Background: an optimization exercise with open tools, aiming at small area, a short achievable clock period and few clock cycles. Do not read the settings as production practice. Function was checked by simulation only, so behaviour that the tests miss may differ from the original. Power figures rest on the tool's default switching activity, not on a simulated workload.

rev 12:
## CPU
module CPU(
    input CLK,
    input RST,
    output [31:0] imem_addr,  
    input [31:0] imem_data,  
    output [31:0] dmem_addr,  
    output [31:0] dmem_wdata,  
    output dmem_we,  
    input [31:0] dmem_rdata,  
    output halted  
    );
Size in the first run: about 62000 um2 of cells after synthesis.
==> flow/config.mk <==
export PLATFORM = sky130hd
export DESIGN_NAME = CPU
export DESIGN_NICKNAME = CPU
export VERILOG_FILES = /design/flow/design.v
export SDC_FILE = /design/flow/constraint.sdc
export NUM_CORES = 4
export LEC_CHECK = 0
export CAP_MARGIN = 20
export CORE_MARGIN = 2
export CORE_UTILIZATION = 60
export SLEW_MARGIN = 20
==> flow/constraint.sdc <==
create_clock -name core_clock -period 22.0 [get_ports {CLK}]
set_input_delay 4.4000 -clock core_clock [delete_from_list [all_inputs] [get_ports {CLK}]]
set_output_delay 4.4000 -clock core_clock [all_outputs]
set_load 0.01 [all_outputs]
standard.sh (not shown) runs the stock make flow with config.mk's settings and CLKGATE_MAP_FILE= SYNTH_SCRIPT=/design/flow/synth_recipe.tcl, a recipe that flattens the netlist after the stock synthesis.
==> flow/flow/run.sh <==
#!/bin/bash
set -euo pipefail
export SETUP_SLACK_MARGIN=16.4
export BUFFER_PORTS_ARGS="-buffer_cell sky130_fd_sc_hd__buf_2"
export CTS_ARGS="-sink_clustering_enable -repair_clock_nets -dont_use_dummy_load -sink_clustering_size 24 -sink_clustering_max_diameter 100"
bash standard.sh finish > flow_make.log 2>&1
No stage failed in rev 12, and the final checks on the layout all came back clean.
Testbench counts of rev 12, summed over its fixed seeds: cycles 34,766.
Setup changes, rev 12 to rev 13
Settings: CORE_UTILIZATION: 60 -> 40.
==> flow/flow/run.sh <==
#!/bin/bash
set -euo pipefail
export SETUP_SLACK_MARGIN=16.4
export BUFFER_PORTS_ARGS="-buffer_cell sky130_fd_sc_hd__buf_2"
bash standard.sh finish > flow_make.log 2>&1
Notes after the runs:
Post-cts gate resize count, rev 13 vs rev 12: up by more than half
Compared with rev 12, rev 13 shows final cell area excluding filler cells higher by about 6%.
When rev 13 is set beside rev 12, its width of the die turns out to be about 22% larger.
[compare] base=rev 12 new=rev 13: clock network area share went up by 3.8 points; delay of the slowest critical-path stage went down; global-route met2 utilization decreased 18 points.
Boundary pin count: rev 12 vs rev 13 identical
Die area, rev 13 and rev 12: lower on rev 12
Taking rev 12 as the reference point, the routed wirelength normalized by instance count of rev 13 falls by about 6%.
Rev 13 ends up with a slack of the worst reg-to-reg path that is 0.06 ns lower than in rev 12.

* * *

north:
CPU again, from the RTL that the note above started with.
clock: 22.0 ns
lec_check: 0
cap_margin: 20
core_margin: 2
core_utilization: 55
slew_margin: 20
==> flow/flow/run.sh <==
#!/bin/bash
set -euo pipefail
export SETUP_SLACK_MARGIN=16.4
export BUFFER_PORTS_ARGS="-buffer_cell sky130_fd_sc_hd__buf_2"
export CTS_ARGS="-sink_clustering_enable -repair_clock_nets -dont_use_dummy_load -sink_clustering_size 24 -sink_clustering_max_diameter 100"
bash standard.sh finish > flow_make.log 2>&1
Testbench counts of north, summed over its fixed seeds: cycles 34,766.
[inputs] south vs north
Settings: changing CORE_UTILIZATION from 55 to 40.
==> flow/run.sh (new file) <==
#!/bin/bash
# synth_recipe.tcl (not shown) runs the flow's synth.tcl, then flattens the netlist and writes it again
# the make line also repeats each setting of config.mk as NAME=value (left out here)
make -C /OpenROAD-flow-scripts/flow DESIGN_CONFIG=/design/flow/config.mk WORK_HOME=/design/flow/orfs CLKGATE_MAP_FILE= SYNTH_SCRIPT=/design/flow/synth_recipe.tcl finish
removed: flow/flow/run.sh
removed: flow/standard.sh
Notes after the runs:
- south — maximum fanout along the worst path 25 lower, north as reference
- Compared with north, south shows a critical path depth that is 2 lower.
- In summary, south completed successfully, with a layout that passed the timing, DRC and antenna checks.
- south: fraction of area in multi-input gates lower than north
The inputs of east differ from those of south as listed below.
==> flow/flow/run.sh (new file) <==
#!/bin/bash
set -euo pipefail
export SETUP_SLACK_MARGIN=16.4
export BUFFER_PORTS_ARGS="-buffer_cell sky130_fd_sc_hd__buf_2"
export CTS_ARGS="-sink_clustering_enable -repair_clock_nets -dont_use_dummy_load"
bash standard.sh finish > flow_make.log 2>&1
==> flow/standard.sh (new file) <==
#!/bin/bash
# synth_recipe.tcl (not shown) runs the flow's synth.tcl, then flattens the netlist and writes it again
# the make line also repeats each setting of config.mk as NAME=value (left out here)
make -C /OpenROAD-flow-scripts/flow DESIGN_CONFIG=/design/flow/config.mk WORK_HOME=/design/flow/orfs CLKGATE_MAP_FILE= SYNTH_SCRIPT=/design/flow/synth_recipe.tcl "${@:-finish}"
removed: flow/run.sh
Notes after the runs:
Per the final summary, east finished and its layout is clean on timing, DRC and antenna. south was carried through to the last stage, and its layout satisfied the timing, DRC and antenna checks. Cmp east vs south: detailed-routing iteration count for the pre-antenna-repair pass lower in east. There was hardly any difference in via count between east and south. Diff south -> east | fraction of final layout cells with drive strength greater than 1 | increase of 5.6 points. south -> east: final cell count without fillers decreased slightly. On east: vias per cell is about 0.7% higher than what south gave. Relative to south, the initial antenna violation count of east is lower by 5.
diff inputs: east => west
==> flow/flow/run.sh <==
#!/bin/bash
set -euo pipefail
export SETUP_SLACK_MARGIN=16.4
export BUFFER_PORTS_ARGS="-buffer_cell sky130_fd_sc_hd__buf_2"
export CTS_ARGS="-sink_clustering_enable -repair_clock_nets -dont_use_dummy_load -sink_clustering_size 24 -sink_clustering_max_diameter 100"
bash standard.sh finish > flow_make.log 2>&1
Findings:
The shortest period the worst path allows in west was lower than what east gave. Going from east to west, cell area now sits lower, post-synthesis mux area share neither gained nor lost much. Per the comparison of west with east, fmax went up; share of total power in combinational logic went up; share of the clock period used by the worst path went down.
For middle, these inputs were changed with respect to west:
==> flow/flow/run.sh <==
#!/bin/bash
set -euo pipefail
export SETUP_SLACK_MARGIN=16
bash standard.sh finish > flow_make.log 2>&1
Results
middle: done, clean on timing, DRC and antenna
middle gives less pre-CTS worst setup slack than west did.
Of the two values seen for beginning of the critical path, pc[26] was produced by west and dmem_rdata[17] by middle.
Highest cell delay on the worst timing path sits higher in middle than in west.
Changes observed in middle relative to west: critical path depth went up, cell area went up, register-to-register slack fell 0.50 ns.
Between west and middle, the placed instance count does not differ in any meaningful way.

## afterwards: timing with drivers on the ports
The flow's constraints put no driver on any port. The routed layouts listed below were extracted and timed again, unchanged, in two steps.
Step 1, drivers: a clkbuf_16 drives CLK and a buf_2 each remaining input, both assumed.
Step 2, shift: input delay + t, output delay - t, t = (earliest + latest rising clock arrival at the registers) / 2. This alone moves slack from input paths to output paths.
a / b / c = ideal / step 1 / step 2; a / b = the first two.
run | t, ns | setup slack, ns | hold slack, ns
rev 12 | 0.747 | 16.321 / 16.251 / 15.627 | 0.336 / 0.336 / 0.336
rev 13 | 0.881 | 16.185 / 16.104 / 15.590 | 0.325 / 0.325 / 0.325
north | 0.743 | 16.293 / 16.237 / 15.607 | 0.329 / 0.329 / 0.329
south | 0.872 | 15.427 / 15.347 / 14.805 | 0.326 / 0.326 / 0.326
east | 0.852 | 16.234 / 16.154 / 15.562 | 0.333 / 0.333 / 0.333
west | 0.775 | 16.282 / 16.202 / 15.595 | 0.339 / 0.339 / 0.339
middle | 0.887 | 16.008 / 15.944 / 15.180 | 0.327 / 0.327 / 0.327
After both steps setup and hold are still met in every run listed. The setup slack of middle, which loses most, moves by -0.064 ns with the drivers and by -0.828 ns with both steps.
